What follows belongs to an exercise in optimizing a design on an open flow for small area and a short achievable clock period; a production flow would make more cautious choices. The RTL was checked by simulation tests, not by an equivalence proof against the original design.

## flow/design.v (module list and top-level ports; edited modules follow where they fit)
// module cm_lzc32: 29 lines
// module cm_mul_tree: 1956 lines
// module cm_mul_front: 39 lines
// module cm_mul_back: 30 lines
// module cm_add_align: 40 lines
// module cm_add_sum: 18 lines
// module cm_add_norm: 13 lines
// module cm_add_round: 22 lines
// module complex_multiplier: 209 lines
module complex_multiplier (
    input  wire        clk,
    input  wire        rst_n,
    input  wire        enable,
    input  wire [31:0] a_real,
    input  wire [31:0] a_imag,
    input  wire [31:0] c_real,
    input  wire [31:0] c_imag,
    output wire [31:0] result_real,
    output wire [31:0] result_imag,
    output wire        valid
);
  // ...
==> flow/run.sh <==
#!/bin/bash
# synth_recipe.tcl (not shown) runs the flow's synth.tcl, then flattens the netlist and writes it again
# the make line also repeats each setting of config.mk as NAME=value (left out here)
make -C /OpenROAD-flow-scripts/flow DESIGN_CONFIG=/design/flow/config.mk WORK_HOME=/design/flow/orfs CLKGATE_MAP_FILE= SYNTH_SCRIPT=/design/flow/synth_recipe.tcl finish
==> flow/config.mk <==
export PLATFORM = sky130hd
export DESIGN_NAME = complex_multiplier
export DESIGN_NICKNAME = complex_multiplier
export VERILOG_FILES = /design/flow/design.v
export SDC_FILE = /design/flow/constraint.sdc
export NUM_CORES = 4
export LEC_CHECK = 0
export CAP_MARGIN = 20
export CORE_MARGIN = 2
export CORE_UTILIZATION = 30
export SLEW_MARGIN = 20
==> flow/constraint.sdc <==
create_clock -name core_clock -period 9.0 [get_ports {clk}]
set_input_delay 1.8000 -clock core_clock [delete_from_list [all_inputs] [get_ports {clk}]]
set_output_delay 1.8000 -clock core_clock [all_outputs]
set_load 0.01 [all_outputs]
==> results.txt, run 1 <==
status=finished clean; r2r setup slk=2.64 ns; CTS Buf Count=100; largest family of logic cells by synthesized area=adder cells; count of non-CTS buffers in the layout=398; reg2reg path depth=23; drt total wl=322000 µm; Final Hold Fails=0; Final Util=33.3%; CP required=9.59 ns; max layer used=met5; Area contributors post-synth=fa_1 (21%), dfxtp_1 (18%), ha_1 (8.3%); Routed met1 length=138000 µm; sequential fraction of total cell area=16.9%; multi-input gate count=7584; fraction of area in multi-input gates=66.7%; period utilization=70.7%; DR DRC count=0; #FFs+latches synth=891; remaining antenna violation count=0; Avg Synthesized Cell Area=9.03 µm²; Worst-Margin Slew=1.17 ns; Syn Std Cell Area=96200 µm²; FF+latch area=17900 µm²; CP Capture Type=register; final setup TNS=0 ns; Detailed Route Iter0 Violations=7709; Multi-input gate area=70700 µm²; cell with the most instances after synthesis=inv_1; Worst Hold Depth=0; clk cell area share=3.37%; Final Critical Period=6.36 ns; Main synth FF type=dfxtp_1; Rows=207; I/O Buffers=195; count of unique library cells instantiated by Yosys=97; Non-Filler Instances=14597
==> run 2: changes to the inputs <==
--- a/flow/config.mk
+++ b/flow/config.mk
@@ -9,3 +9,4 @@
 export CORE_MARGIN = 2
-export CORE_UTILIZATION = 30
+export CORE_UTILIZATION = 40
+export SETUP_SLACK_MARGIN = 5
 export SLEW_MARGIN = 20
==> results.txt, run 2 <==
I/O pin count=196; Worst Hold Endpoint=n_en[1][5]; gpl congestion=0.945; Final Critical Period=5.08 ns (-1.28 ns); Fin Hold WS=0.320 ns; FF+latch area=18200 µm² (+1.5%); unrepaired setup endpoints after global routing=yes; CTS clk-pin slew, worst paths=0.08 ns; critical path peak fanout=6; CP required=9.71 ns (+0.12 ns); die height=494 µm; top flop regs=m_c: 100 flops, m_s: 100 flops, p_m: 92 flops; Worst Hold Class=reg2reg; Synth top area share=21.1%; worst skew pair latency=0.81 ns; TritonCTS clock tree=built; Worst-Margin Slew=1.20 ns (+0.0237 ns); EDFF count, synth=0; Detailed Place HPWL=223000 µm; 1st-pass router iterations=7; Syn Std Cell Area=96200 µm² (unchanged); Initial Util=40.1%; Async S/R FF share, synth=0.786%; final setup TNS=0 ns (unchanged); drt total wl=385000 µm (+20%); r2r setup slk=3.92 ns (+1.28 ns); Worst Hold Depth=0 (unchanged); first-pass GRT wire length=561000 µm; Pins Over Slew Limit=0; commonest non-fill, non-tap cell in the layout=inv_1; CTS Buf Count=101 (+1.0%); CP Capture Type=register; max-cap violations=0; initial antenna violation count=15; Rows=180 (-13%); Avg Synthesized Cell Area=9.03 µm² (unchanged); Synth warnings=77; Final Hold Fails=0 (unchanged); cell with the most instances after synthesis=inv_1; Detailed Route Iter0 Violations=9187 (+19%); remaining antenna violation count=0 (unchanged); routed length per instance=27.0 µm; RR Endpoint=m_cl[3]; core area=240000 µm²; Area growth syn-to-layout=26.1%; hold path startpoint=r_en[1][5]; kind of critical path=reg2reg; filler cell count in the final layout=21402; vias in the first global route=87533; reg2reg path depth=26 (+13%); syn nets=12448; fraction of layout cells with a size suffix above 1=24.9%; period utilization=56.4% (-14 points); global router's overall resource usage=30.2%; H-tree depth=3; r2r startpoint=cr_q[5]; Final Util=50.6% (+17 points); Non-Filler Instances=14263 (-2.3%); Main synth FF type=dfxtp_1; Final setup viols=0; Worst slew margin=19.7%; count of unique library cells instantiated by Yosys=97 (unchanged); nets@finish=12777; crit path DAT=5.79 ns; largest net degree at the start of global routing=65; register area share after synthesis=18.6%; Multi-input gate area=77200 µm² (+9.2%); Root Buffer=clkbuf_16; vias per cell=6.00; final setup skew=0.0667 ns; maximum clock insertion buffer count=3; DR DRC count=0 (unchanged); Commonest cells post-synth=inv_1 (1326), a22oi_1 (1032), fa_1 (1016), dfxtp_1 (884), xnor2_1 (787); via count=85591; GRT overflow=0; die area=245000 µm²; Startpoint Class=register; placed cell count=13377; Synth area leader=fa_1; width of the chip=494 µm; CTS Sinks=891; fmax=0.197 GHz; I/O Buffers=195 (unchanged); #FFs+latches synth=891 (unchanged); Cells after Synth=10659; status=finished clean; Hold Buf Count CTS=0; Area contributors post-synth=fa_1 (21%), dfxtp_1 (18%), ha_1 (8.3%); commonest non-fill, non-tap cells in the layout=inv_1 (1099), a22oi_1 (877), dfxtp_1 (746)
[run 2: cell counts after synthesis]
No cell type changed its count.
[run 2: worst max-delay path by stage]
stage / start / slack (ns) / end
2_1_floorplan: cr_q[11] / 4.32 / m_cl[0]
3_3_place_gp: cr_q[1] / 2.78 / m_cl[0]
3_5_place_dp: cr_q[1] / 2.70 / m_cl[0]
4_1_cts: q_sm[1][4] / 3.93 / r_en[1][7]
5_1_grt: q_sm[1][4] / 3.73 / r_en[1][7]
6_report: cr_q[5] / 3.92 / m_cl[3]
[run 2: layer usage]
metal	share of wire, %	global-route usage [%]	vias to the layer above
li1	-	-	36340
met1	37	36.7	41766
met2	43	45.9	5659
met3	12	9.41	1810
met4	8.3	19.7	16
met5	0.042	0.254	-
[run 2: final cells by class]
cell class	instances	share of cell area, %
clock buffers	138	2.39
multi-input cells	7602	63.6
flip-flops and latches	891	15.0
well taps	3185	3.28
clock inverters	47	0.484
repair buffers	1052	11.0
diodes	8	0.0165
inverters	1340	4.20
[run 2: cell families (layout without fill, tap and decap cells)]
kind of cell	Yosys count	after routing	share of synthesized area (%)
flops	891	891	18.6
other cells	0	8	0
simple gates	1804	1810	8.85
buf+inv	2184	2577	8.59
xor+xnor	1419	1419	12.9
fa+ha+maj	1658	1658	29.5
mux	489	489	5.78
compound gates	2214	2226	15.8
[run 2: stage by stage]
stage / area [µm²] / setup WS (ns)
3_3_place_gp: 102000 / 2.78
6_report: 121000 / 3.92
3_5_place_dp: 102000 / 2.70
4_1_cts: 117000 / 3.93
5_1_grt: 121000 / 3.73
2_1_floorplan: 99200 / 4.32
[run 2: worst max-delay path: stages, from the launching register on]
cell	delay (ns)
dfxtp_4	0.42
buf_12	0.12
nand2_8	0.05
o21ai_4	0.17
buf_12	0.15
buf_12	0.13
buf_6	0.13
a22oi_1	0.07
xor2_1	0.19
fa_1	0.55
inv_1	0.06
fa_2	0.55
ha_4	0.21
ha_4	0.21
a21o_1	0.15
a21o_1	0.17
a21o_1	0.15
a21o_1	0.17
a21o_1	0.16
a21oi_2	0.11
nor2b_1	0.06
o31a_1	0.30
o21ai_1	0.15
a21oi_1	0.09
o21ai_1	0.15
a21oi_1	0.09
a211o_1	0.22
[run 2: what timing repair did]
| action | 4_1_cts | 5_1_grt |
|---|---|---|
| cloned | 73 | 18 |
| hold endpoints to repair | 0 | 0 |
| gates resized for setup | 1279 | 586 |
| pin swaps | 524 | 387 |
| setup endpoints to repair | 414 | 398 |
| setup buffers | 451 | 151 |

## re-timing with driven ports
How much do the figures lean on ideal ports? The routed layouts below were timed once more, with nothing changed but the port constraints.
Step 1 sets driving cells, clkbuf_16 on the clock port and buf_2 on the other inputs (assumed; they add their load-dependent delay and slew).
Step 2 times the ports against the registers' clock, not the clock port: input delays grow and output delays shrink by t, the midpoint of the rising clock arrivals with the driver on.
a / b / c = ideal / step 1 / step 2; a / b = the first two.
| run | shift t [ns] | setup slack, ns | worst setup path at the end | worst register clock-pin slew, ns | worst data-port slew with drivers (ns) |
|---|---|---|---|---|---|
| run 1 | 0.854 | 2.641 / 2.641 / 2.641 | register to register | 0.09 / 0.09 | 0.11 |
| run 2 | 0.869 | 3.922 / 3.922 / 3.922 | register to register | 0.08 / 0.08 | 0.12 |
After both steps setup and hold are still met in every run listed.
